From an optimization exercise on the open Yosys and OpenROAD flow, aimed at small area; shortcuts taken in it are not production practice.
Only simulation tests tie the RTL to the original design; equivalence was not proved.
Power is estimated from default activity; no workload was simulated.

**flow/design.v**
```verilog
`timescale 1ns / 1ps
module Top_project (
    input clk,
    input reset,
    input [1:0] sw,
    input btnL,
    btnR,
    btnU,
    btnD,
    input rx,
    output tx,
    output [3:0] led,
    output [3:0] fnd_comm,
    output [7:0] fnd_font
);
    wire mode = sw[1];
    reg [5:0] bc;
    assign led = {mode & sw[0], mode & ~sw[0], ~mode & sw[0], ~mode & ~sw[0]};
    reg [1:0] cq;
    wire bc0 = ~bc[4] & ~bc[3] & ~bc[2] & ~bc[1] & ~bc[0];
    wire first = (cq == 2'd0) & bc0;
    always @(posedge clk, posedge reset) begin
        if (reset) cq <= 2'd0;
        else cq <= {cq[1] ^ (~first & cq[0]), cq[0] ^ ~first};
    end
    wire t4 = cq[1] & cq[0];
    wire [3:0] w_ms1, w_ms10;
    wire w_ms1_wrap = t4 & w_ms1[3] & w_ms1[0];
    wire w_c0_next = w_ms1_wrap & w_ms10[3] & w_ms10[0];
    digit10 W_MS1 (.clk(clk), .reset(reset), .clr(1'b0), .e(t4), .q(w_ms1));
    digit10 W_MS10 (.clk(clk), .reset(reset), .clr(1'b0), .e(w_ms1_wrap), .q(w_ms10));
    wire t16 = t4 & w_ms1[0] & (w_ms1[1] ^ w_ms10[0]);
    reg [2:0] sel;
    always @(posedge clk, posedge reset) begin
        if (reset) sel <= 3'd0;
        else sel <= {sel[2] ^ (t16 & sel[1] & sel[0]), sel[1] ^ (t16 & sel[0]), sel[0] ^ t16};
    end
    wire bc_wrap = ~bc[5] & bc[4] & bc[3] & ~bc[2] & ~bc[1] & bc[0];   
    always @(posedge clk, posedge reset) begin
        if (reset) bc <= 6'd0;
        else bc <= {6{~bc_wrap}} & {bc[4:0], ~(bc[5] ^ bc[4])};
    end
    wire tick = (cq != 2'd0) & bc0;
    wire bc1 = ~bc[5] & ~bc[4] & ~bc[3] & ~bc[2] & ~bc[1] & bc[0];
    wire bc4 = ~bc[5] & ~bc[4] & bc[3] & bc[2] & bc[1] & bc[0];
    wire bc5 = bc[4] & bc[3] & bc[2] & bc[1] & bc[0];
    reg [3:0] rh;
    reg rl3;
    reg [2:0] rlo;
    wire [3:0] rl = {rl3, rlo};
    reg [7:0] rdata;
    wire r_idle = ~rl3 & (rh == 4'd0);
    wire r_end = tick & rh[3] & rh[1] & ~rl[3] & rl[2] & rl[1] & rl[0];
    wire rl15 = &rl;
    wire r_sample = tick & rl15 & (rh[3] ? ~rh[1] & ~rh[0] : (rh[2] | rh[1] | rh[0]));
    always @(posedge clk, posedge reset) begin
        if (reset) begin
            rh <= 4'd0;
            rl3 <= 1'b0;
        end else if (r_idle) begin
            rl3 <= ~rx;
        end else if (r_end) begin
            rh <= 4'd0;
            rl3 <= 1'b0;
        end else if (tick) begin
            rl3 <= rl3 ^ (&rlo);
            if (rl15) rh <= rh + 4'd1;
        end
    end
    always @(posedge clk) begin
        if (r_idle | r_end) rlo <= 3'd0;
        else if (tick) rlo <= rlo + 3'd1;
    end
    always @(posedge clk) begin
        if (r_sample) rdata <= {rx, rdata[7:1]};
    end
    reg [3:0] th, tl;
    reg [2:0] tp;
    reg tx_reg;
    wire t_idle = th[3] & th[1];
    wire t_load = th[3] & th[1] & th[0] & bc4;
    wire tl0 = (tl == 4'd0);
    wire c_pulse = (th == 4'd0) & tl0 & bc5;
    wire t_data = (th != 4'd0) & ~(th[3] & (th[1] | th[0]));   
    wire t_read = bc1 & tl0 & t_data;
    always @(posedge clk, posedge reset) begin
        if (reset) begin
            th <= 4'd10;
            tx_reg <= 1'b1;
        end else begin
            if (r_end) th <= 4'd11;
            else if (t_load) th <= 4'd0;
            else if (tick & ~t_idle & (&tl)) th <= th + 4'd1;
            if ((bc1 & tl0) | c_pulse) tx_reg <= (th[3] & (th[1] | th[0])) | ((th != 4'd0) & rdata[tp]);
        end
    end
    always @(posedge clk, posedge reset) begin
        if (reset) tl <= 4'd0;
        else if (r_end) tl <= 4'd0;
        else if (tick & ~t_idle) tl <= tl + 4'd1;
    end
    always @(posedge clk) begin
        if (r_end) tp <= 3'd0;
        else if (t_read) tp <= tp + 3'd1;
        else if (r_sample) tp <= tp - 3'd1;
    end
    assign tx = tx_reg;
    wire c_v = c_pulse & ~rdata[7] & rdata[6];
    wire c_L = c_v & ((rdata[4] & rdata[3:0] == 4'h2) | (~rdata[4] & rdata[3:0] == 4'h8));
    wire c_R = c_v & ~rdata[4] & (rdata[3:0] == 4'h3);
    wire c_U = c_v & rdata[4] & (rdata[3:0] == 4'h3);
    wire c_D = c_v & ~rdata[4] & (rdata[3:0] == 4'hd);
    wire d_L, d_R, d_U, d_D;
    debounce U_dL (.clk(clk), .reset(reset), .t4(t4), .i_btn(btnL), .o_btn(d_L));
    debounce U_dR (.clk(clk), .reset(reset), .t4(t4), .i_btn(btnR), .o_btn(d_R));
    debounce U_dU (.clk(clk), .reset(reset), .t4(t4), .i_btn(btnU), .o_btn(d_U));
    debounce U_dD (.clk(clk), .reset(reset), .t4(t4), .i_btn(btnD), .o_btn(d_D));
    wire b_L = d_L | c_L;
    wire b_R = d_R | c_R;
    wire b_U = d_U | c_U;
    wire b_D = d_D | c_D;
    reg s_run, s_clr;
    always @(posedge clk, posedge reset) begin
        if (reset) begin
            s_run <= 1'b0;
            s_clr <= 1'b0;
        end else if (!mode) begin
            s_run <= s_run ? ~b_L : (~s_clr & b_L);
            s_clr <= s_clr ? b_R : (~s_run & ~b_L & b_R);
        end
    end
    reg [1:0] sd;
    reg s_tick;
    always @(posedge clk, posedge reset) begin
        if (reset) begin
            sd <= 2'd0;
            s_tick <= 1'b0;
        end else begin
            sd <= {~s_clr & (sd[1] ^ (s_run & sd[0])), ~s_clr & (sd[0] ^ s_run)};
            s_tick <= ~s_clr & (s_run ? sd[1] & sd[0] : s_tick);
        end
    end
    wire [3:0] s_ms1, s_ms10, s_s1, s_m1, s_h1;
    wire [2:0] s_s10, s_m10;
    wire [1:0] s_h10;
    reg s_c0, s_c1, s_c2;
    wire s_ms1_wrap = s_tick & s_ms1[3] & s_ms1[0];
    wire s_s1_wrap = s_c0 & s_s1[3] & s_s1[0];
    wire s_m1_wrap = s_c1 & s_m1[3] & s_m1[0];
    digit10 S_MS1 (.clk(clk), .reset(reset), .clr(s_clr), .e(s_tick), .q(s_ms1));
    digit10 S_MS10 (.clk(clk), .reset(reset), .clr(s_clr), .e(s_ms1_wrap), .q(s_ms10));
    digit10 S_S1 (.clk(clk), .reset(reset), .clr(s_clr), .e(s_c0), .q(s_s1));
    digit6 S_S10 (.clk(clk), .reset(reset), .clr(s_clr), .e(s_s1_wrap), .q(s_s10));
    digit10 S_M1 (.clk(clk), .reset(reset), .clr(s_clr), .e(s_c1), .q(s_m1));
    digit6 S_M10 (.clk(clk), .reset(reset), .clr(s_clr), .e(s_m1_wrap), .q(s_m10));
    hours #(.R1(4'd0), .R10(2'd0)) S_H (.clk(clk), .reset(reset), .clr(s_clr), .e(s_c2),
        .ones(s_h1), .tens(s_h10));
    always @(posedge clk, posedge reset) begin
        if (reset) begin
            s_c0 <= 1'b0;
            s_c1 <= 1'b0;
            s_c2 <= 1'b0;
        end else begin
            s_c0 <= ~s_clr & s_ms1_wrap & s_ms10[3] & s_ms10[0];
            s_c1 <= ~s_clr & s_s1_wrap & s_s10[2] & s_s10[0];
            s_c2 <= ~s_clr & s_m1_wrap & s_m10[2] & s_m10[0];
        end
    end
    reg [1:0] ws;
    always @(posedge clk, posedge reset) begin
        if (reset) ws <= 2'd0;
        else if (mode) begin
            case (ws)
                2'd0: ws <= b_U ? 2'd1 : b_D ? 2'd2 : b_L ? 2'd3 : 2'd0;
                2'd1: if (!b_U) ws <= 2'd0;
                2'd2: if (!b_D) ws <= 2'd0;
                2'd3: if (!b_L) ws <= 2'd0;
            endcase
        end
    end
    wire [3:0] w_s1, w_m1, w_h1;
    wire [2:0] w_s10, w_m10;
    wire [1:0] w_h10;
    reg w_c0, w_c1, w_c2;
    wire w_s_e = w_c0 | (~ws[1] & ws[0]);
    wire w_m_e = w_c1 | (ws[1] & ~ws[0]);
    wire w_h_e = w_c2 | (ws[1] & ws[0]);
    wire w_s1_wrap = w_s_e & w_s1[3] & w_s1[0];
    wire w_m1_wrap = w_m_e & w_m1[3] & w_m1[0];
    digit10 W_S1 (.clk(clk), .reset(reset), .clr(1'b0), .e(w_s_e), .q(w_s1));
    digit6 W_S10 (.clk(clk), .reset(reset), .clr(1'b0), .e(w_s1_wrap), .q(w_s10));
    digit10 W_M1 (.clk(clk), .reset(reset), .clr(1'b0), .e(w_m_e), .q(w_m1));
    digit6 W_M10 (.clk(clk), .reset(reset), .clr(1'b0), .e(w_m1_wrap), .q(w_m10));
    hours #(.R1(4'd2), .R10(2'd1)) W_H (.clk(clk), .reset(reset), .clr(1'b0), .e(w_h_e),
        .ones(w_h1), .tens(w_h10));
    always @(posedge clk, posedge reset) begin
        if (reset) begin
            w_c0 <= 1'b0;
            w_c1 <= 1'b0;
            w_c2 <= 1'b0;
        end else begin
            w_c0 <= w_c0_next;
            w_c1 <= w_s1_wrap & w_s10[2] & w_s10[0];
            w_c2 <= w_m1_wrap & w_m10[2] & w_m10[0];
        end
    end
    assign fnd_comm = {~(sel[1] & sel[0]), ~(sel[1] & ~sel[0]), ~(~sel[1] & sel[0]), ~(~sel[1] & ~sel[0])};
    wire [3:0] ms10 = mode ? w_ms10 : s_ms10;
    reg [3:0] a0, a1, b0, b1;
    always @(*) begin
        case (sel[1:0])
            2'd0: begin a0 = s_ms1; a1 = s_m1; b0 = w_ms1; b1 = w_m1; end
            2'd1: begin a0 = s_ms10; a1 = {1'b0, s_m10}; b0 = w_ms10; b1 = {1'b0, w_m10}; end
            2'd2: begin a0 = s_s1; a1 = s_h1; b0 = w_s1; b1 = w_h1; end
            default: begin a0 = {1'b0, s_s10}; a1 = {2'b00, s_h10}; b0 = {1'b0, w_s10}; b1 = {2'b00, w_h10}; end
        endcase
    end
    wire [3:0] d = mode ? (sw[0] ? b1 : b0) : (sw[0] ? a1 : a0);
    wire [6:0] seg;
    assign seg[0] = (d[2] & ~d[1] & ~d[0]) | (~d[3] & ~d[2] & ~d[1] & d[0]);
    assign seg[1] = (d[2] & ~d[1] & d[0]) | (d[2] & d[1] & ~d[0]);
    assign seg[2] = ~d[2] & d[1] & ~d[0];
    assign seg[3] = (d[2] & ~d[1] & ~d[0]) | (d[2] & d[1] & d[0]) | (~d[3] & ~d[2] & ~d[1] & d[0]);
    assign seg[4] = d[0] | (d[2] & ~d[1]);
    assign seg[5] = (d[1] & d[0]) | (~d[2] & d[1]) | (~d[3] & ~d[2] & d[0]);
    assign seg[6] = (d[2] & d[1] & d[0]) | (~d[3] & ~d[2] & ~d[1]);
    wire lt50 = ~ms10[3] & ~(ms10[2] & (ms10[1] | ms10[0]));
    wire dot = sel[2] & sel[1] & ~sel[0] & lt50;
    assign fnd_font = {~dot, seg | {7{sel[2]}}};
endmodule
module debounce (
    input clk,
    input reset,
    input t4,
    input i_btn,
    output o_btn
);
    reg [3:0] n;
    wire s1 = t4 & i_btn;
    wire s0 = t4 & ~i_btn;
    always @(posedge clk, posedge reset) begin
        if (reset) n <= 4'd0;
        else if (n[3]) n <= {~s0, 2'b00, ~s0};
        else n <= {s1 & n[2] & n[1] & n[0],
                   t4 ? s1 & (n[2] ^ (n[1] & n[0])) : n[2],
                   t4 ? s1 & (n[1] ^ n[0]) : n[1],
                   t4 ? s1 & ~n[0] : n[0]};
    end
    assign o_btn = n[3] & ~n[0];
endmodule
module digit10 (
    input clk,
    input reset,
    input clr,
    input e,
    output reg [3:0] q
);
    always @(posedge clk, posedge reset) begin
        if (reset) q <= 4'd0;
        else q <= {4{~clr}} & {q[3] ^ (e & q[0] & (q[3] | (q[2] & q[1]))),
                              q[2] ^ (e & q[1] & q[0]),
                              q[1] ^ (e & q[0] & ~q[3]),
                              q[0] ^ e};
    end
endmodule
module digit6 (
    input clk,
    input reset,
    input clr,
    input e,
    output reg [2:0] q
);
    always @(posedge clk, posedge reset) begin
        if (reset) q <= 3'd0;
        else q <= {3{~clr}} & {q[2] ^ (e & q[0] & (q[2] | q[1])),
                              q[1] ^ (e & q[0] & ~q[2]),
                              q[0] ^ e};
    end
endmodule
module hours #(
    parameter [3:0] R1 = 4'd0,
    parameter [1:0] R10 = 2'd0
) (
    input clk,
    input reset,
    input clr,
    input e,
    output reg [3:0] ones,
    output reg [1:0] tens
);
    wire o9 = ones[3] & ones[0];
    wire top = tens[1] & ones[1] & ones[0];
    always @(posedge clk, posedge reset) begin
        if (reset) begin
            ones <= R1;
            tens <= R10;
        end else begin
            ones <= {4{~clr}} & {ones[3] ^ (e & ones[0] & (ones[3] | (ones[2] & ones[1]))),
                                 ones[2] ^ (e & ones[1] & ones[0] & ~tens[1]),
                                 ones[1] ^ (e & ones[0] & ~ones[3]),
                                 ones[0] ^ e};
            tens <= {2{~clr}} & {tens[1] ^ (e & ((o9 & tens[0]) | top)),
                                 tens[0] ^ (e & o9)};
        end
    end
endmodule
```
**flow/flow/run.sh**
```bash
#!/bin/bash
# The standard layout flow (standard.sh, unchanged synthesis), with:
# - port buffers of the smallest buffer cell,
# - logic cells sized down before the placement's repair_design
#   (flow/downsize.tcl), which sizes up again wherever limits need it,
# - a clock tree of clkbuf_4 without dummy loads.
# ORFS writes each step's log under orfs/logs; make's output goes to
# standard.log.
bash standard.sh \
  "BUFFER_PORTS_ARGS=-buffer_cell sky130_fd_sc_hd__buf_1" \
  "PRE_RESIZE_TCL=$PWD/flow/downsize.tcl" \
  "CTS_ARGS=-sink_clustering_enable -repair_clock_nets -buf_list sky130_fd_sc_hd__clkbuf_4 -dont_use_dummy_load" \
  finish > standard.log 2>&1
```
**flow/flow/downsize.tcl**
```tcl
# Run by the place_resized step before its repair_design (PRE_RESIZE_TCL).
# Swaps each logic cell that synthesis sized up for the smallest cell of the
# same function (same name but the drive-strength suffix). repair_design,
# which follows in the step, sizes cells back up or buffers wherever a
# slew, capacitance or fanout limit needs it. Registers are not touched.
set downsize_map [dict create \
  sky130_fd_sc_hd__a2111o_2 sky130_fd_sc_hd__a2111o_1 \
  sky130_fd_sc_hd__a2111o_4 sky130_fd_sc_hd__a2111o_1 \
  sky130_fd_sc_hd__a2111oi_1 sky130_fd_sc_hd__a2111oi_0 \
  sky130_fd_sc_hd__a2111oi_2 sky130_fd_sc_hd__a2111oi_0 \
  sky130_fd_sc_hd__a2111oi_4 sky130_fd_sc_hd__a2111oi_0 \
  sky130_fd_sc_hd__a211o_2 sky130_fd_sc_hd__a211o_1 \
  sky130_fd_sc_hd__a211o_4 sky130_fd_sc_hd__a211o_1 \
  sky130_fd_sc_hd__a211oi_2 sky130_fd_sc_hd__a211oi_1 \
  sky130_fd_sc_hd__a211oi_4 sky130_fd_sc_hd__a211oi_1 \
  sky130_fd_sc_hd__a21bo_4 sky130_fd_sc_hd__a21bo_1 \
  sky130_fd_sc_hd__a21boi_2 sky130_fd_sc_hd__a21boi_0 \
  sky130_fd_sc_hd__a21boi_4 sky130_fd_sc_hd__a21boi_0 \
  sky130_fd_sc_hd__a21o_2 sky130_fd_sc_hd__a21o_1 \
  sky130_fd_sc_hd__a21o_4 sky130_fd_sc_hd__a21o_1 \
  sky130_fd_sc_hd__a21oi_2 sky130_fd_sc_hd__a21oi_1 \
  sky130_fd_sc_hd__a21oi_4 sky130_fd_sc_hd__a21oi_1 \
  sky130_fd_sc_hd__a221o_2 sky130_fd_sc_hd__a221o_1 \
  sky130_fd_sc_hd__a221o_4 sky130_fd_sc_hd__a221o_1 \
  sky130_fd_sc_hd__a221oi_2 sky130_fd_sc_hd__a221oi_1 \
  sky130_fd_sc_hd__a221oi_4 sky130_fd_sc_hd__a221oi_1 \
  sky130_fd_sc_hd__a22o_2 sky130_fd_sc_hd__a22o_1 \
  sky130_fd_sc_hd__a22o_4 sky130_fd_sc_hd__a22o_1 \
  sky130_fd_sc_hd__a22oi_2 sky130_fd_sc_hd__a22oi_1 \
  sky130_fd_sc_hd__a22oi_4 sky130_fd_sc_hd__a22oi_1 \
  sky130_fd_sc_hd__a2bb2o_2 sky130_fd_sc_hd__a2bb2o_1 \
  sky130_fd_sc_hd__a2bb2o_4 sky130_fd_sc_hd__a2bb2o_1 \
  sky130_fd_sc_hd__a2bb2oi_2 sky130_fd_sc_hd__a2bb2oi_1 \
  sky130_fd_sc_hd__a2bb2oi_4 sky130_fd_sc_hd__a2bb2oi_1 \
  sky130_fd_sc_hd__a311o_2 sky130_fd_sc_hd__a311o_1 \
  sky130_fd_sc_hd__a311o_4 sky130_fd_sc_hd__a311o_1 \
  sky130_fd_sc_hd__a311oi_2 sky130_fd_sc_hd__a311oi_1 \
  sky130_fd_sc_hd__a311oi_4 sky130_fd_sc_hd__a311oi_1 \
  sky130_fd_sc_hd__a31o_4 sky130_fd_sc_hd__a31o_1 \
  sky130_fd_sc_hd__a31oi_2 sky130_fd_sc_hd__a31oi_1 \
  sky130_fd_sc_hd__a31oi_4 sky130_fd_sc_hd__a31oi_1 \
  sky130_fd_sc_hd__a32o_2 sky130_fd_sc_hd__a32o_1 \
  sky130_fd_sc_hd__a32o_4 sky130_fd_sc_hd__a32o_1 \
  sky130_fd_sc_hd__a32oi_2 sky130_fd_sc_hd__a32oi_1 \
  sky130_fd_sc_hd__a32oi_4 sky130_fd_sc_hd__a32oi_1 \
  sky130_fd_sc_hd__a41o_2 sky130_fd_sc_hd__a41o_1 \
  sky130_fd_sc_hd__a41o_4 sky130_fd_sc_hd__a41o_1 \
  sky130_fd_sc_hd__a41oi_2 sky130_fd_sc_hd__a41oi_1 \
  sky130_fd_sc_hd__a41oi_4 sky130_fd_sc_hd__a41oi_1 \
  sky130_fd_sc_hd__and2_2 sky130_fd_sc_hd__and2_0 \
  sky130_fd_sc_hd__and2_4 sky130_fd_sc_hd__and2_0 \
  sky130_fd_sc_hd__and2b_2 sky130_fd_sc_hd__and2b_1 \
  sky130_fd_sc_hd__and2b_4 sky130_fd_sc_hd__and2b_1 \
  sky130_fd_sc_hd__and3_2 sky130_fd_sc_hd__and3_1 \
  sky130_fd_sc_hd__and3_4 sky130_fd_sc_hd__and3_1 \
  sky130_fd_sc_hd__and3b_2 sky130_fd_sc_hd__and3b_1 \
  sky130_fd_sc_hd__and3b_4 sky130_fd_sc_hd__and3b_1 \
  sky130_fd_sc_hd__and4_2 sky130_fd_sc_hd__and4_1 \
  sky130_fd_sc_hd__and4_4 sky130_fd_sc_hd__and4_1 \
  sky130_fd_sc_hd__and4b_2 sky130_fd_sc_hd__and4b_1 \
  sky130_fd_sc_hd__and4b_4 sky130_fd_sc_hd__and4b_1 \
  sky130_fd_sc_hd__and4bb_4 sky130_fd_sc_hd__and4bb_1 \
  sky130_fd_sc_hd__buf_12 sky130_fd_sc_hd__buf_1 \
  sky130_fd_sc_hd__buf_16 sky130_fd_sc_hd__buf_1 \
  sky130_fd_sc_hd__buf_2 sky130_fd_sc_hd__buf_1 \
  sky130_fd_sc_hd__buf_4 sky130_fd_sc_hd__buf_1 \
  sky130_fd_sc_hd__buf_6 sky130_fd_sc_hd__buf_1 \
  sky130_fd_sc_hd__buf_8 sky130_fd_sc_hd__buf_1 \
  sky130_fd_sc_hd__bufbuf_16 sky130_fd_sc_hd__bufbuf_8 \
  sky130_fd_sc_hd__bufinv_16 sky130_fd_sc_hd__bufinv_8 \
  sky130_fd_sc_hd__ebufn_2 sky130_fd_sc_hd__ebufn_1 \
  sky130_fd_sc_hd__ebufn_4 sky130_fd_sc_hd__ebufn_1 \
  sky130_fd_sc_hd__ebufn_8 sky130_fd_sc_hd__ebufn_1 \
  sky130_fd_sc_hd__einvn_1 sky130_fd_sc_hd__einvn_0 \
  sky130_fd_sc_hd__einvn_2 sky130_fd_sc_hd__einvn_0 \
  sky130_fd_sc_hd__einvn_4 sky130_fd_sc_hd__einvn_0 \
  sky130_fd_sc_hd__einvn_8 sky130_fd_sc_hd__einvn_0 \
  sky130_fd_sc_hd__einvp_2 sky130_fd_sc_hd__einvp_1 \
  sky130_fd_sc_hd__einvp_4 sky130_fd_sc_hd__einvp_1 \
  sky130_fd_sc_hd__einvp_8 sky130_fd_sc_hd__einvp_1 \
  sky130_fd_sc_hd__fa_2 sky130_fd_sc_hd__fa_1 \
  sky130_fd_sc_hd__fa_4 sky130_fd_sc_hd__fa_1 \
  sky130_fd_sc_hd__ha_2 sky130_fd_sc_hd__ha_1 \
  sky130_fd_sc_hd__ha_4 sky130_fd_sc_hd__ha_1 \
  sky130_fd_sc_hd__inv_12 sky130_fd_sc_hd__inv_1 \
  sky130_fd_sc_hd__inv_16 sky130_fd_sc_hd__inv_1 \
  sky130_fd_sc_hd__inv_4 sky130_fd_sc_hd__inv_1 \
  sky130_fd_sc_hd__inv_6 sky130_fd_sc_hd__inv_1 \
  sky130_fd_sc_hd__inv_8 sky130_fd_sc_hd__inv_1 \
  sky130_fd_sc_hd__maj3_2 sky130_fd_sc_hd__maj3_1 \
  sky130_fd_sc_hd__maj3_4 sky130_fd_sc_hd__maj3_1 \
  sky130_fd_sc_hd__mux2_4 sky130_fd_sc_hd__mux2_1 \
  sky130_fd_sc_hd__mux2_8 sky130_fd_sc_hd__mux2_1 \
  sky130_fd_sc_hd__mux2i_2 sky130_fd_sc_hd__mux2i_1 \
  sky130_fd_sc_hd__mux2i_4 sky130_fd_sc_hd__mux2i_1 \
  sky130_fd_sc_hd__mux4_1 sky130_fd_sc_hd__mux4_2 \
  sky130_fd_sc_hd__mux4_4 sky130_fd_sc_hd__mux4_2 \
  sky130_fd_sc_hd__nand2_2 sky130_fd_sc_hd__nand2_1 \
  sky130_fd_sc_hd__nand2_4 sky130_fd_sc_hd__nand2_1 \
  sky130_fd_sc_hd__nand2_8 sky130_fd_sc_hd__nand2_1 \
  sky130_fd_sc_hd__nand2b_2 sky130_fd_sc_hd__nand2b_1 \
  sky130_fd_sc_hd__nand2b_4 sky130_fd_sc_hd__nand2b_1 \
  sky130_fd_sc_hd__nand3_2 sky130_fd_sc_hd__nand3_1 \
  sky130_fd_sc_hd__nand3_4 sky130_fd_sc_hd__nand3_1 \
  sky130_fd_sc_hd__nand3b_2 sky130_fd_sc_hd__nand3b_1 \
  sky130_fd_sc_hd__nand3b_4 sky130_fd_sc_hd__nand3b_1 \
  sky130_fd_sc_hd__nand4_2 sky130_fd_sc_hd__nand4_1 \
  sky130_fd_sc_hd__nand4_4 sky130_fd_sc_hd__nand4_1 \
  sky130_fd_sc_hd__nand4b_2 sky130_fd_sc_hd__nand4b_1 \
  sky130_fd_sc_hd__nand4b_4 sky130_fd_sc_hd__nand4b_1 \
  sky130_fd_sc_hd__nand4bb_2 sky130_fd_sc_hd__nand4bb_1 \
  sky130_fd_sc_hd__nand4bb_4 sky130_fd_sc_hd__nand4bb_1 \
  sky130_fd_sc_hd__nor2_2 sky130_fd_sc_hd__nor2_1 \
  sky130_fd_sc_hd__nor2_4 sky130_fd_sc_hd__nor2_1 \
  sky130_fd_sc_hd__nor2_8 sky130_fd_sc_hd__nor2_1 \
  sky130_fd_sc_hd__nor2b_2 sky130_fd_sc_hd__nor2b_1 \
  sky130_fd_sc_hd__nor2b_4 sky130_fd_sc_hd__nor2b_1 \
  sky130_fd_sc_hd__nor3_2 sky130_fd_sc_hd__nor3_1 \
  sky130_fd_sc_hd__nor3_4 sky130_fd_sc_hd__nor3_1 \
  sky130_fd_sc_hd__nor3b_2 sky130_fd_sc_hd__nor3b_1 \
  sky130_fd_sc_hd__nor3b_4 sky130_fd_sc_hd__nor3b_1 \
  sky130_fd_sc_hd__nor4_2 sky130_fd_sc_hd__nor4_1 \
  sky130_fd_sc_hd__nor4_4 sky130_fd_sc_hd__nor4_1 \
  sky130_fd_sc_hd__nor4b_2 sky130_fd_sc_hd__nor4b_1 \
  sky130_fd_sc_hd__nor4b_4 sky130_fd_sc_hd__nor4b_1 \
  sky130_fd_sc_hd__nor4bb_2 sky130_fd_sc_hd__nor4bb_1 \
  sky130_fd_sc_hd__nor4bb_4 sky130_fd_sc_hd__nor4bb_1 \
  sky130_fd_sc_hd__o2111a_2 sky130_fd_sc_hd__o2111a_1 \
  sky130_fd_sc_hd__o2111a_4 sky130_fd_sc_hd__o2111a_1 \
  sky130_fd_sc_hd__o2111ai_2 sky130_fd_sc_hd__o2111ai_1 \
  sky130_fd_sc_hd__o2111ai_4 sky130_fd_sc_hd__o2111ai_1 \
  sky130_fd_sc_hd__o211a_4 sky130_fd_sc_hd__o211a_1 \
  sky130_fd_sc_hd__o211ai_2 sky130_fd_sc_hd__o211ai_1 \
  sky130_fd_sc_hd__o211ai_4 sky130_fd_sc_hd__o211ai_1 \
  sky130_fd_sc_hd__o21a_2 sky130_fd_sc_hd__o21a_1 \
  sky130_fd_sc_hd__o21a_4 sky130_fd_sc_hd__o21a_1 \
  sky130_fd_sc_hd__o21ai_2 sky130_fd_sc_hd__o21ai_0 \
  sky130_fd_sc_hd__o21ai_4 sky130_fd_sc_hd__o21ai_0 \
  sky130_fd_sc_hd__o21ba_4 sky130_fd_sc_hd__o21ba_1 \
  sky130_fd_sc_hd__o21bai_2 sky130_fd_sc_hd__o21bai_1 \
  sky130_fd_sc_hd__o21bai_4 sky130_fd_sc_hd__o21bai_1 \
  sky130_fd_sc_hd__o221a_4 sky130_fd_sc_hd__o221a_1 \
  sky130_fd_sc_hd__o221ai_2 sky130_fd_sc_hd__o221ai_1 \
  sky130_fd_sc_hd__o221ai_4 sky130_fd_sc_hd__o221ai_1 \
  sky130_fd_sc_hd__o22a_2 sky130_fd_sc_hd__o22a_1 \
  sky130_fd_sc_hd__o22a_4 sky130_fd_sc_hd__o22a_1 \
  sky130_fd_sc_hd__o22ai_2 sky130_fd_sc_hd__o22ai_1 \
  sky130_fd_sc_hd__o22ai_4 sky130_fd_sc_hd__o22ai_1 \
  sky130_fd_sc_hd__o2bb2a_2 sky130_fd_sc_hd__o2bb2a_1 \
  sky130_fd_sc_hd__o2bb2a_4 sky130_fd_sc_hd__o2bb2a_1 \
  sky130_fd_sc_hd__o2bb2ai_2 sky130_fd_sc_hd__o2bb2ai_1 \
  sky130_fd_sc_hd__o2bb2ai_4 sky130_fd_sc_hd__o2bb2ai_1 \
  sky130_fd_sc_hd__o311a_2 sky130_fd_sc_hd__o311a_1 \
  sky130_fd_sc_hd__o311a_4 sky130_fd_sc_hd__o311a_1 \
  sky130_fd_sc_hd__o311ai_2 sky130_fd_sc_hd__o311ai_0 \
  sky130_fd_sc_hd__o311ai_4 sky130_fd_sc_hd__o311ai_0 \
  sky130_fd_sc_hd__o31a_2 sky130_fd_sc_hd__o31a_1 \
  sky130_fd_sc_hd__o31a_4 sky130_fd_sc_hd__o31a_1 \
  sky130_fd_sc_hd__o31ai_2 sky130_fd_sc_hd__o31ai_1 \
  sky130_fd_sc_hd__o31ai_4 sky130_fd_sc_hd__o31ai_1 \
  sky130_fd_sc_hd__o32a_2 sky130_fd_sc_hd__o32a_1 \
  sky130_fd_sc_hd__o32a_4 sky130_fd_sc_hd__o32a_1 \
  sky130_fd_sc_hd__o32ai_2 sky130_fd_sc_hd__o32ai_1 \
  sky130_fd_sc_hd__o32ai_4 sky130_fd_sc_hd__o32ai_1 \
  sky130_fd_sc_hd__o41a_2 sky130_fd_sc_hd__o41a_1 \
  sky130_fd_sc_hd__o41a_4 sky130_fd_sc_hd__o41a_1 \
  sky130_fd_sc_hd__o41ai_2 sky130_fd_sc_hd__o41ai_1 \
  sky130_fd_sc_hd__o41ai_4 sky130_fd_sc_hd__o41ai_1 \
  sky130_fd_sc_hd__or2_4 sky130_fd_sc_hd__or2_0 \
  sky130_fd_sc_hd__or2b_2 sky130_fd_sc_hd__or2b_1 \
  sky130_fd_sc_hd__or2b_4 sky130_fd_sc_hd__or2b_1 \
  sky130_fd_sc_hd__or3_2 sky130_fd_sc_hd__or3_1 \
  sky130_fd_sc_hd__or3_4 sky130_fd_sc_hd__or3_1 \
  sky130_fd_sc_hd__or3b_4 sky130_fd_sc_hd__or3b_1 \
  sky130_fd_sc_hd__or4_2 sky130_fd_sc_hd__or4_1 \
  sky130_fd_sc_hd__or4_4 sky130_fd_sc_hd__or4_1 \
  sky130_fd_sc_hd__or4b_4 sky130_fd_sc_hd__or4b_1 \
  sky130_fd_sc_hd__or4bb_2 sky130_fd_sc_hd__or4bb_1 \
  sky130_fd_sc_hd__or4bb_4 sky130_fd_sc_hd__or4bb_1 \
  sky130_fd_sc_hd__sedfxbp_2 sky130_fd_sc_hd__sedfxbp_1 \
  sky130_fd_sc_hd__sedfxtp_2 sky130_fd_sc_hd__sedfxtp_1 \
  sky130_fd_sc_hd__sedfxtp_4 sky130_fd_sc_hd__sedfxtp_1 \
  sky130_fd_sc_hd__xnor2_2 sky130_fd_sc_hd__xnor2_1 \
  sky130_fd_sc_hd__xnor2_4 sky130_fd_sc_hd__xnor2_1 \
  sky130_fd_sc_hd__xnor3_2 sky130_fd_sc_hd__xnor3_1 \
  sky130_fd_sc_hd__xnor3_4 sky130_fd_sc_hd__xnor3_1 \
  sky130_fd_sc_hd__xor2_2 sky130_fd_sc_hd__xor2_1 \
  sky130_fd_sc_hd__xor2_4 sky130_fd_sc_hd__xor2_1 \
  sky130_fd_sc_hd__xor3_2 sky130_fd_sc_hd__xor3_1 \
  sky130_fd_sc_hd__xor3_4 sky130_fd_sc_hd__xor3_1 \
]
set n_downsized 0
foreach inst [[ord::get_db_block] getInsts] {
  set master [[$inst getMaster] getName]
  if { [dict exists $downsize_map $master] } {
    replace_cell [$inst getName] [dict get $downsize_map $master]
    incr n_downsized
  }
}
puts "downsize: replaced $n_downsized instances with smaller cells of the same function"
```
**flow/standard.sh**
```bash
#!/bin/bash
# synth_recipe.tcl (not shown) runs the flow's synth.tcl, then flattens the netlist and writes it again
# the make line also repeats each setting of config.mk as NAME=value (left out here)
make -C /OpenROAD-flow-scripts/flow DESIGN_CONFIG=/design/flow/config.mk WORK_HOME=/design/flow/orfs CLKGATE_MAP_FILE= SYNTH_SCRIPT=/design/flow/synth_recipe.tcl "${@:-finish}"
```
**flow/config.mk**
```make
export PLATFORM = sky130hd
export DESIGN_NAME = Top_project
export DESIGN_NICKNAME = Top_project
export VERILOG_FILES = /design/flow/design.v
export SDC_FILE = /design/flow/constraint.sdc
export NUM_CORES = 4
export LEC_CHECK = 0
export CAP_MARGIN = 20
export CORE_MARGIN = 2
export CORE_UTILIZATION = 40
export SLEW_MARGIN = 20
```
**flow/constraint.sdc**
```tcl
create_clock -name core_clock -period 12.0 [get_ports {clk}]
set_input_delay 2.4000 -clock core_clock [delete_from_list [all_inputs] [get_ports {clk}]]
set_output_delay 2.4000 -clock core_clock [all_outputs]
set_load 0.01 [all_outputs]
```
==> reports/metrics.csv, run 1 <==
stage,metric,value,unit
detailed_routing,routed len/inst,14.67,um
critical_path,Worst path max stage delay,0.57,ns
finish,biggest regs,"rdata: 8 flops, bc: 6 flops",
critical_path,type of origin of the critical path,input pin,
placed_design,Placer Congestion,0.8371,
floorplan,io pins,26,
hold_path,Worst Hold End,bc[3],
hold_path,Hold Crit Depth,0,
synthesis,adder-cell share of the synthesized area,6.489,%
clocking,Post-CTS Setup Inserts,0,
placed_design,port bufs,25,
critical_path,CP Data Required Time,9.60,ns
floorplan,die width,131.3,um
power_and_ir_drop,sequential share of power,64.2,%
synthesis,ranking of synthesized cells by area,"dfrtp_1 (41%), ha_1 (6.2%), xnor2_1 (4.1%)",
critical_path,"Cell Chain, Critical Path",clkbuf_2 > mux4_2 > nor2_1 > o22a_1 > nor2_1 > o32a_1 > buf_1,
placed_design,HPWL Detailed,9045,um
clocking,CTS tree,yes,
power_and_ir_drop,Switching Fraction,26.13,%
critical_path,FF-to-FF path depth,5,
clocking,H-Tree Level Count,4,
synthesis,post-synth top area share,40.56,%
power_and_ir_drop,Pint,0.5397,mW
floorplan,# rows,46,
detailed_routing,routed via count,4506,
global_routing,met3 usage,4.437,%
synthesis,Mapped Cells,616,
critical_path,Worst R2R End,rh[0],
floorplan,initial core utilization,40.78,%
critical_path,"delay-heaviest family, CP",compound AO/OA/AOI/OAI gates,
detailed_routing,Remaining DRCs,0,
synthesis,commonest cells in the netlist,"dfrtp_1 (105), nor2_1 (50), inv_1 (44), a21oi_1 (38), ha_1 (32)",
sta,Final setup viols,0,
synthesis,Synth area leader,dfrtp_1,
synthesis,post-synthesis xor/xnor area fraction,5.678,%
synthesis,Post-Synth Simple-Gate Area,18.00,%
power_and_ir_drop,NetSw,0.1909,mW
global_routing,layer with the highest usage,met2,
critical_path,Worst Setup SP,sw[1],
floorplan,core area,0.01589,mm2
synthesis,Syn Std Cell Area,0.006479,mm2
clocking,cts bufs inserted,17,
critical_path,crit path DAT,4.36,ns
global_routing,first-pass GRT wire length,21620,um
power_and_ir_drop,maximum VDD drop,0.05592,mV
synthesis,Synth Area in Compound Gates,11.38,%
sta,final count of pins violating max slew,0,
detailed_routing,Antenna Nets Post-Route,0,
synthesis,synthesized flop and latch total,124,
floorplan,Die Area,0.01723,mm2
synthesis,largest family of logic cells by synthesized area,simple AND/OR/NAND/NOR gates,
finish,share of layout cells above drive strength 1,8.217,%
global_routing,Global Route Usage Sum,15.47,%
finish,Top reg by flops,rdata,
clocking,Bufs on Longest Clock Path,2,
synthesis,syn avg cell area,10.52,um2
clocking,Worst-path clk slew,0.10,ns
detailed_routing,Avg Vias per Cell,5.233,
critical_path,crit-path most repeated cell,nor2_1,
power_and_ir_drop,Leakage,3.121,nW
synthesis,number of flops mapped to enable cells by yosys,8,
synthesis,Yosys cell types,68,
clocking,root buffer cell,clkbuf_4,
detailed_routing,1st-pass router iterations,5,
clocking,clock sink count,124,
synthesis,"count leader, synth",dfrtp_1,
synthesis,Synthesis Warnings,6,
critical_path,Critical-path top delay cell,mux4_2,
global_routing,number of global-route vias before repair,4573,
global_routing,antenna violations before repair,0,
sta,actual slew at the worst max-slew pin,1.004,ns
critical_path,CP Buf/Inv Count,2,
hold_path,Hold WC Path Type,reg -> reg,
sta,period utilisation layout,56.34,%
critical_path,Worst Setup End Kind,output port,
detailed_routing,initial DRC count,208,
run,Max Cap Violations,0,
sta,final hold vios,0,
sta,FMAX,0.1479,GHz
finish,Layout area overhead,6.315,%
synthesis,top_reg_cell synth,dfrtp_1,
power_and_ir_drop,Pwr Total,0.7306,mW
finish,ANT cells,0,
global_routing,met1 Usage GRT,19.46,%
synthesis,"FFs w/ async S/R, synth",88.71,%
power_and_ir_drop,Power Density,106.1,mW/mm2
sta,Relative slew margins,32.89,%
outcome,outcome,no timing/DRC/antenna violations,
power_and_ir_drop,Logic pwr share,9.0,%
clocking,post_cts resized,0,
hold_path,hold wc startpoint,bc[2],
detailed_routing,Routed Wire Length,12640,um
finish,nets,689,
clocking,cts hold-fix bufs,0,
floorplan,Die Ht,131.3,um
sta,clk_skew,0.02351,ns
synthesis,sequential share of the synthesized area,48.15,%
sta,min cycle time layout,6.760,ns
critical_path,CP Class,in -> out,
critical_path,crit path max fanout,25,
critical_path,FF-to-FF setup slack,9.30,ns
finish,Largest register FFs,8,
critical_path,launch point of the worst reg-to-reg path,bc[3],
sta,RSZ-0062 raised after global routing,false,
sta,setup TNS,0,ns
global_routing,GR met2 Demand/Resource,25.64,%
synthesis,Synthesized Nets,658,
power_and_ir_drop,clock share of power,26.8,%
synthesis,post-synthesis mux area share,6.373,%
global_routing,pin count of the biggest net entering global routing,35,
global_routing,grt total ovfl,0,
clocking,Skew-Pair Late Insertion Delay,0.53,ns
layout make-up:
class                      instances  area, um2
sequential                       124       3119
timing repair buffer              32      175.2
inverter                          44      165.2
fill                            1554       8997
multi-input combinational        428       3030
clock buffer                      17      127.6
tap                              216      270.3
cells by family (layout without fill, tap and decap cells):
family / count (synthesis) / after routing
compound gates: 112 / 112
xor+xnor: 42 / 42
fa+ha+maj: 33 / 33
buf+inv: 64 / 93
flops: 124 / 124
mux: 31 / 31
simple gates: 210 / 210
metrics by stage:
stage | worst slack, ns | area (um2) | hold slack (ns) | std cells | utilization, %
floorplan | 5.810 | 6479 | 0.4213 | 616 | -
global placement | 4.934 | 6785 | 0.4255 | 841 | 42.71
detailed placement | 4.827 | 6758 | 0.4300 | 844 | 42.54
CTS | 4.803 | 6885 | 0.4639 | 861 | 43.34
global route | 4.991 | 6888 | 0.4899 | 861 | 43.36
finish | 5.240 | 6888 | 0.4613 | 861 | 43.36
worst reg2reg max path, stage by stage (launching register included):
cell and delay [ns]:
dfrtp_1 0.44, or3_1 0.48, nor3_1 0.58, and3b_1 0.68, nor2_1 0.11, mux2_2 0.30
metal layers:
| metal | share of wire, % | routed length, um |
|---|---|---|
| met5 | 0 | 0 |
| met4 | 1.0 | 132 |
| met3 | 3.8 | 478 |
| met2 | 48 | 6109 |
| met1 | 47 | 5914 |
power by group through the flow:
stage          combinational, mW  sequential, mW  clock (mW)
5_1_grt                   0.0764           0.473       0.224
3_3_place_gp              0.0622           0.476           0
3_5_place_dp              0.0669           0.477           0
2_1_floorplan             0.0506           0.470           0
6_report                  0.0661           0.469       0.196
4_1_cts                   0.0677           0.469       0.206
worst max-delay path by stage:
stage                   to  cells past startpoint
2_1_floorplan  fnd_font[3]                      6
3_3_place_gp   fnd_font[3]                      7
3_5_place_dp   fnd_font[3]                      7
4_1_cts        fnd_font[3]                      7
5_1_grt        fnd_font[0]                      8
6_report       fnd_font[3]                      7
layout by cell type, fill, tap and decap left out, drive strengths merged, types with 5 or more instances in the layout:
cell type    n
and3        11
edfxtp       8
a21o         8
nand3       30
dfxtp        6
nand4       10
nor3        11
dfstp        5
inv         44
nand2b      27
a41oi        5
buf         30
o21ai       29
clkbuf      19
mux2        12
xnor2       30
xor2        12
mux2i       12
ha          32
nor2        50
mux4         7
nor2b       21
dfrtp      105
a21oi       38
nand2       20
==> inputs of run 2 (changes only) <==
--- a/flow/design.v
+++ b/flow/design.v
@@ -77,3 +77,3 @@
     reg [3:0] th, tl;
-    reg [2:0] tp;
+    wire [2:0] tp = th[2:0] - {rh[2:1], rh[0] | (rh == 4'd0)};
     reg tx_reg;
@@ -83,4 +83,2 @@
     wire c_pulse = (th == 4'd0) & tl0 & bc5;
-    wire t_data = (th != 4'd0) & ~(th[3] & (th[1] | th[0]));   
-    wire t_read = bc1 & tl0 & t_data;
     always @(posedge clk, posedge reset) begin
@@ -101,7 +99,2 @@
     end
-    always @(posedge clk) begin
-        if (r_end) tp <= 3'd0;
-        else if (t_read) tp <= tp + 3'd1;
-        else if (r_sample) tp <= tp - 3'd1;
-    end
     assign tx = tx_reg;
==> run 2 against run 1 <==
Effect of this change: still clean; register-to-register slack got worse by 0.67 ns; critical path depth increased by 1; clock power about the same; design area shrank 2.6%; utilization down 0.65 points; combinational power is 5.9% lower; largest cell class unchanged; global-route usage up 0.80 points; final cell count is 2.2% lower; first-iteration DRC count increased by 50%; total power decreased by 0.37%.
==> reports/metrics.csv, run 2 <==
stage,metric,value,unit
sta,clk_skew,0.03862,ns
detailed_routing,routed via count,4463,
global_routing,antenna violations before repair,0,
clocking,Skew-Pair Late Insertion Delay,0.52,ns
clocking,Bufs on Longest Clock Path,2,
synthesis,ranking of synthesized cells by area,"dfrtp_1 (41%), ha_1 (6.5%), xnor2_1 (4.0%)",
critical_path,crit-path most repeated cell,buf_1,
synthesis,Synthesized Nets,644,
sta,Final setup viols,0,
finish,share of layout cells above drive strength 1,6.709,%
synthesis,commonest cells in the netlist,"dfrtp_1 (105), nor2_1 (52), inv_1 (35), nand3_1 (35)",
power_and_ir_drop,Leakage,3.011,nW
finish,final core occ,42.71,%
critical_path,Worst path max stage delay,0.65,ns
sta,FMAX,0.1373,GHz
sta,final hold vios,0,
critical_path,Worst Setup SP,sw[1],
detailed_routing,Routed Wire Length,12680,um
power_and_ir_drop,NetSw,0.1935,mW
sta,period utilisation layout,60.68,%
critical_path,CP Class,in -> out,
finish,ANT cells,0,
synthesis,post-synth top area share,41.37,%
finish,"most common cell after layout, fill and taps aside",dfrtp_1,
clocking,H-Tree Level Count,4,
detailed_routing,Remaining DRCs,0,
floorplan,Die Ht,130.0,um
critical_path,CP endpoint,fnd_font[0],
global_routing,pin count of the biggest net entering global routing,53,
floorplan,die width,130.0,um
detailed_routing,1st-pass router iterations,4,
synthesis,sequential share of the synthesized area,48.17,%
critical_path,launch point of the worst reg-to-reg path,rh[1],
run,Max Cap Violations,0,
global_routing,grt total ovfl,0,
sta,setup TNS,0,ns
finish,Seq. cell area,0.003060,mm2
detailed_routing,routed len/inst,15.06,um
floorplan,io pins,26,
synthesis,"count leader, synth",dfrtp_1,
critical_path,crit path DAT,4.88,ns
finish,nets,671,
global_routing,first-pass GRT wire length,21470,um
finish,"commonest cells after routing, fill and taps aside","dfrtp_1 (104), nor2_1 (52), nand3_1 (36)",
clocking,Post-CTS Setup Inserts,0,
critical_path,Critical-path top delay cell,buf_1,
finish,fillers,1504,
power_and_ir_drop,Logic pwr share,8.5,%
placed_design,HPWL Detailed,9179,um
critical_path,Worst R2R End,tx_reg,
critical_path,type of origin of the critical path,input pin,
detailed_routing,initial DRC count,311,
detailed_routing,Avg Vias per Cell,5.300,
clocking,cts bufs inserted,17,
placed_design,Placed Cells,825,
synthesis,number of flops mapped to enable cells by yosys,8,
floorplan,initial core utilization,40.42,%
power_and_ir_drop,Power Density,108.5,mW/mm2
critical_path,CP Data Required Time,9.60,ns
floorplan,core area,0.01571,mm2
finish,Final Instance Count excl. Fillers,842,
sta,Relative slew margins,27.70,%
synthesis,Yosys cell types,64,
finish,Largest register FFs,8,
clocking,Worst-path clk slew,0.09,ns
finish,Layout area overhead,5.674,%
synthesis,Syn Std Cell Area,0.006351,mm2
power_and_ir_drop,sequential share of power,65.0,%
sta,min cycle time layout,7.281,ns
clocking,post_cts resized,0,
sta,actual slew at the worst max-slew pin,1.082,ns
finish,multi-input logic area,0.002997,mm2
synthesis,"FFs w/ async S/R, synth",90.91,%
synthesis,Synth area leader,dfrtp_1,
synthesis,Mapped Cells,601,
hold_path,Hold WC Path Type,reg -> reg,
critical_path,Worst Setup End Kind,output port,
power_and_ir_drop,clock share of power,26.5,%
synthesis,synthesized flop and latch total,121,
floorplan,Die Area,0.01690,mm2
clocking,clock sink count,121,
critical_path,"Cell Chain, Critical Path",buf_1 > inv_1 > mux4_2 > nor2_1 > o21ai_1 > mux2_2 > o21bai_1 > buf_1,
clocking,root buffer cell,clkbuf_4,
critical_path,FF-to-FF path depth,11,
sta,final count of pins violating max slew,0,
floorplan,# rows,46,
outcome,outcome,no timing/DRC/antenna violations,
critical_path,crit path max fanout,21,
detailed_routing,Antenna Nets Post-Route,0,
placed_design,port bufs,25,
placed_design,Placer Congestion,0.8124,
power_and_ir_drop,Pint,0.5344,mW
synthesis,Synthesis Warnings,6,
power_and_ir_drop,maximum VDD drop,0.05932,mV
finish,biggest regs,"rdata: 8 flops, bc: 6 flops",
synthesis,top_reg_cell synth,dfrtp_1,
synthesis,syn avg cell area,10.57,um2
global_routing,Global Route Usage Sum,16.28,%
global_routing,number of global-route vias before repair,4381,
critical_path,FF-to-FF setup slack,8.63,ns
sta,Hold Slack,0.4214,ns
power_and_ir_drop,Switching Fraction,26.58,%
clocking,CTS tree,yes,
finish,Top reg by flops,rdata,
clocking,cts hold-fix bufs,0,
sta,RSZ-0062 raised after global routing,false,
## run 2: power groups by stage
stage,clock (mW),sequential (mW),combinational [mW]
2_1_floorplan,0,0.467,0.0532
3_3_place_gp,0,0.480,0.0598
3_5_place_dp,0,0.481,0.0634
4_1_cts,0.201,0.473,0.0640
5_1_grt,0.220,0.479,0.0732
6_report,0.193,0.473,0.0622
## run 2: per-layer routing
metal	global-route usage [%]	part of all wire, %	vias up
li1	-	-	2160
met1	21.27	48	2235
met2	26.21	48	58
met3	4.223	3.0	10
met4	6.009	1.3	0
met5	0	0	-
## run 2: per-stage QoR
| stage | total power [mW] | cell area (um2) | setup WS (ns) |
|---|---|---|---|
| final | 0.7279 | 6711 | 4.719 |
| after global routing | 0.7722 | 6711 | 4.411 |
| after CTS | 0.7383 | 6708 | 4.724 |
| after detailed placement | 0.5448 | 6580 | 4.714 |
| after global placement | 0.5395 | 6638 | 4.812 |
| after floorplan | 0.5199 | 6351 | 5.541 |
## run 2: worst max-delay path, delay by kind of cell
| kind | cells | cell delay, ns |
|---|---|---|
| buffers and inverters | 3 | 1.07 |
| muxes | 2 | 0.81 |
| and+or+nand+nor | 1 | 0.04 |
| AOI/OAI and AO/OA | 2 | 0.56 |
## run 2: worst min path at each step
stage,slack (ns),endpoint,cells after the start,start
floorplan,0.42,rdata[4],0,rdata[5]
global placement,0.41,bc[2],0,bc[1]
detailed placement,0.41,bc[3],0,bc[2]
CTS,0.42,bc[3],0,bc[2]
global route,0.45,bc[3],0,bc[2]
finish,0.42,bc[3],0,bc[2]
## run 2: logic make-up (layout without fill, tap and decap cells)
group | Yosys count | in the layout | share of synthesized area [%]
fa+ha+maj | 34 | 34 | 6.816
simple gates | 214 | 214 | 18.56
xor+xnor | 42 | 42 | 5.792
buf+inv | 55 | 80 | 3.506
mux | 28 | 28 | 6.403
compound gates | 107 | 107 | 10.76
flops | 121 | 121 | 48.17
## run 2: area by class of cell
cell class                 instances  area share, %
tap                              216          4.027
sequential                       121          45.60
multi-input combinational        425          44.65
clock buffer                      17          1.902
timing repair buffer              27          1.771
inverter                          36          2.051
==> inputs of run 3 (changes only) <==
--- a/flow/design.v
+++ b/flow/design.v
@@ -201,12 +201,15 @@
     wire [3:0] ms10 = mode ? w_ms10 : s_ms10;
-    reg [3:0] a0, a1, b0, b1;
-    always @(*) begin
-        case (sel[1:0])
-            2'd0: begin a0 = s_ms1; a1 = s_m1; b0 = w_ms1; b1 = w_m1; end
-            2'd1: begin a0 = s_ms10; a1 = {1'b0, s_m10}; b0 = w_ms10; b1 = {1'b0, w_m10}; end
-            2'd2: begin a0 = s_s1; a1 = s_h1; b0 = w_s1; b1 = w_h1; end
-            default: begin a0 = {1'b0, s_s10}; a1 = {2'b00, s_h10}; b0 = {1'b0, w_s10}; b1 = {2'b00, w_h10}; end
-        endcase
-    end
-    wire [3:0] d = mode ? (sw[0] ? b1 : b0) : (sw[0] ? a1 : a0);
+    wire [3:0] z0 = mode ? w_ms1 : s_ms1;
+    wire [3:0] z1 = ms10;
+    wire [3:0] z2 = mode ? w_s1 : s_s1;
+    wire [2:0] z3 = mode ? w_s10 : s_s10;
+    wire [3:0] z4 = mode ? w_m1 : s_m1;
+    wire [2:0] z5 = mode ? w_m10 : s_m10;
+    wire [3:0] z6 = mode ? w_h1 : s_h1;
+    wire [1:0] z7 = mode ? w_h10 : s_h10;
+    wire [3:0] p0 = sel[1] ? z2 : z0;
+    wire [3:0] p1 = sel[1] ? {1'b0, z3} : z1;
+    wire [3:0] q0 = sel[1] ? z6 : z4;
+    wire [3:0] q1 = sel[1] ? {2'b00, z7} : {1'b0, z5};
+    wire [3:0] d = sw[0] ? (sel[0] ? q1 : q0) : (sel[0] ? p1 : p0);
     wire [6:0] seg;
--- a/flow/flow/run.sh
+++ b/flow/flow/run.sh
@@ -11,3 +11,3 @@
   "PRE_RESIZE_TCL=$PWD/flow/downsize.tcl" \
-  "CTS_ARGS=-sink_clustering_enable -repair_clock_nets -buf_list sky130_fd_sc_hd__clkbuf_4 -dont_use_dummy_load" \
+  "CTS_ARGS=-repair_clock_nets -buf_list sky130_fd_sc_hd__clkbuf_4 -dont_use_dummy_load" \
   finish > standard.log 2>&1
==> run 3 against run 2 <==
Effect of this change: maximum frequency down 0.26%; via count down 2.5%; register-to-register slack better by 0.03 ns; synthesized area down 0.39%; first-iteration DRC count down 29%; critical endpoint is now fnd_font[3]; highest routed layer unchanged.
==> reports/metrics.csv, run 3 <==
stage,metric,value,unit
synthesis,Yosys cell types,71,
critical_path,crit path max fanout,28,
clocking,Worst-path clk slew,0.10,ns
finish,Top reg by flops,rdata,
finish,"most common cell after layout, fill and taps aside",dfrtp_1,
sta,Final setup viols,0,
sta,period utilisation layout,60.84,%
critical_path,crit path DAT,4.90,ns
placed_design,Placer Congestion,0.8426,
floorplan,core area,0.01531,mm2
sta,setup TNS,0,ns
critical_path,Worst Setup End Kind,output port,
critical_path,type of origin of the critical path,input pin,
critical_path,CP Data Required Time,9.60,ns
clocking,cts hold-fix bufs,0,
clocking,CTS tree,yes,
synthesis,post-synth top area share,41.53,%
clocking,cts bufs inserted,17,
hold_path,Hold WC Path Type,reg -> reg,
outcome,outcome,no timing/DRC/antenna violations,
synthesis,Synthesized Nets,629,
run,Max Cap Violations,0,
critical_path,FF-to-FF path depth,4,
detailed_routing,routed len/inst,15.28,um
power_and_ir_drop,Pint,0.5361,mW
synthesis,syn avg cell area,10.80,um2
finish,share of layout cells above drive strength 1,7.166,%
placed_design,port bufs,25,
finish,"commonest cells after routing, fill and taps aside","dfrtp_1 (105), nor2_1 (48), a21oi_1 (36)",
clocking,clock sink count,121,
synthesis,commonest cells in the netlist,"dfrtp_1 (105), nor2_1 (48), a21oi_1 (35), inv_1 (35)",
sta,clk_skew,0.02824,ns
global_routing,grt total ovfl,0,
finish,Final Instance Count excl. Fillers,826,
hold_path,Hold Crit Depth,0,
floorplan,die width,129.8,um
finish,Layout area overhead,6.032,%
finish,nets,659,
synthesis,top_reg_cell synth,dfrtp_1,
clocking,Post-CTS Setup Inserts,0,
sta,Relative slew margins,33.06,%
floorplan,Die Area,0.01684,mm2
synthesis,sequential share of the synthesized area,48.36,%
global_routing,antenna violations before repair,1,
global_routing,pin count of the biggest net entering global routing,59,
power_and_ir_drop,Power Density,109.8,mW/mm2
finish,Final Instance Area,0.006708,mm2
clocking,Skew-Pair Late Insertion Delay,0.52,ns
power_and_ir_drop,sequential share of power,63.5,%
sta,RSZ-0062 raised after global routing,false,
floorplan,Die Ht,129.8,um
global_routing,Global Route Usage Sum,16.39,%
synthesis,synthesized flop and latch total,121,
power_and_ir_drop,clock share of power,26.6,%
finish,fillers,1484,
detailed_routing,1st-pass router iterations,5,
sta,FMAX,0.1370,GHz
detailed_routing,routed via count,4353,
global_routing,number of global-route vias before repair,4348,
detailed_routing,Avg Vias per Cell,5.270,
power_and_ir_drop,Pwr Total,0.7365,mW
clocking,post_cts resized,0,
placed_design,HPWL Detailed,9162,um
synthesis,ranking of synthesized cells by area,"dfrtp_1 (42%), ha_1 (6.5%), mux4_2 (4.3%)",
placed_design,Placed Cells,808,
floorplan,initial core utilization,41.31,%
floorplan,io pins,26,
sta,actual slew at the worst max-slew pin,0.9965,ns
synthesis,Synth area leader,dfrtp_1,
power_and_ir_drop,NetSw,0.2004,mW
sta,final count of pins violating max slew,0,
placed_design,Placed Area,0.006564,mm2
detailed_routing,Remaining DRCs,0,
global_routing,first-pass GRT wire length,21290,um
clocking,Bufs on Longest Clock Path,2,
synthesis,number of flops mapped to enable cells by yosys,8,
finish,biggest regs,"rdata: 8 flops, bc: 6 flops",
finish,final core occ,43.80,%
finish,Largest register FFs,8,
synthesis,Mapped Cells,586,
critical_path,CP Class,in -> out,
detailed_routing,initial DRC count,221,
floorplan,# rows,45,
detailed_routing,Routed Wire Length,12630,um
synthesis,"count leader, synth",dfrtp_1,
power_and_ir_drop,maximum VDD drop,0.05382,mV
clocking,root buffer cell,clkbuf_4,
power_and_ir_drop,Logic pwr share,9.9,%
power_and_ir_drop,Leakage,3.007,nW
sta,min cycle time layout,7.300,ns
detailed_routing,Antenna Nets Post-Route,0,
synthesis,Syn Std Cell Area,0.006326,mm2
synthesis,"FFs w/ async S/R, synth",90.91,%
power_and_ir_drop,Switching Fraction,27.21,%
synthesis,Synthesis Warnings,6,
clocking,H-Tree Level Count,4,
sta,final hold vios,0,
-- run 3: cell families (layout without fill, tap and decap cells) --
| logic type | after synthesis | after routing | share of synthesized area, % |
|---|---|---|---|
| other | 0 | 1 | 0 |
| AO/OA/AOI/OAI | 111 | 111 | 11.79 |
| multiplexers | 24 | 24 | 6.171 |
| buffers and inverters | 54 | 82 | 3.481 |
| adder cells (fa/ha/maj) | 34 | 34 | 6.843 |
| AND/OR/NAND/NOR | 201 | 201 | 17.68 |
| XOR/XNOR | 41 | 41 | 5.676 |
| flip-flops | 121 | 121 | 48.36 |
-- run 3: metal layers --
metal,GRT usage [%],vias up,share of wire [%]
met5,0,-,0
met4,6.958,0,2.2
met3,4.223,23,3.9
met2,27.07,71,49
met1,20.52,2123,45
li1,-,2136,-
-- run 3: path summary, 6_finish.rpt --
check                           startpoint     endpoint  slack, ns
worst max-delay path                 sw[1]  fnd_font[3]       4.70
worst min-delay path                 bc[1]        bc[2]       0.39
worst min register to register       bc[1]        bc[2]       0.39
max in group asynchronous            reset  W_H.tens[0]       9.01
min in group asynchronous            reset        bc[2]       1.92
worst max register to register       bc[3]     rdata[3]       8.66
-- run 3: cell type report --
type	instances	area [um2]	share of cell area, %
Antenna cell	1	2.502	0.03731
Clock buffer	17	127.6	1.903
Inverter	35	133.9	1.996
Multi-Input combinational cell	411	2964	44.19
Sequential cell	121	3059	45.61
Tap cell	211	264.0	3.936
Timing Repair Buffer	30	156.4	2.332
-- run 3: metrics by stage --
step	worst slack [ns]	hold WS [ns]
finish	4.700	0.3898
global route	4.461	0.4236
CTS	4.728	0.3953
detailed placement	4.726	0.4018
global placement	5.080	0.4044
floorplan	5.439	0.4214
-- run 3: power groups by stage --
stage	Combinational (mW)	Clock, mW	Sequential (mW)
after global routing	0.0848	0.220	0.474
after detailed placement	0.0742	0	0.477
after floorplan	0.0577	0	0.466
after CTS	0.0748	0.204	0.468
final	0.0729	0.196	0.468
after global placement	0.0699	0	0.475
-- run 3: worst max-delay path, cell delays in order --
cell and delay [ns]:
buf_1 0.06, buf_2 0.47, mux4_2 0.57, o22ai_1 0.26, o32ai_1 0.18, a2111oi_0 0.57, o31a_1 0.22, buf_1 0.15

-- separate check: timing with driven ports --
In the flow no input, the clock included, has a driving cell. The finished layouts below were timed again as built, in two steps. Step 1 assumes that a clkbuf_16 drives the clock port and a buf_2 every other input. Step 2 times the ports against the registers' clock, not the clock port: input delays grow and output delays shrink by t, the midpoint of the rising clock arrivals with the driver on. Three values: ideal ports, drivers, drivers and shift; two values: the first two.
run	t (ns)	setup slack, ns	worst setup path after step 2
run 1	0.554	5.240 / 5.215 / 5.215	input to output
run 2	0.532	4.719 / 4.673 / 4.673	input to output
run 3	0.542	4.700 / 4.674 / 4.674	input to output
After both steps setup and hold are still met in every run listed. The setup slack of run 2, which loses most, moves by -0.046 ns with the drivers and by -0.046 ns with both steps.
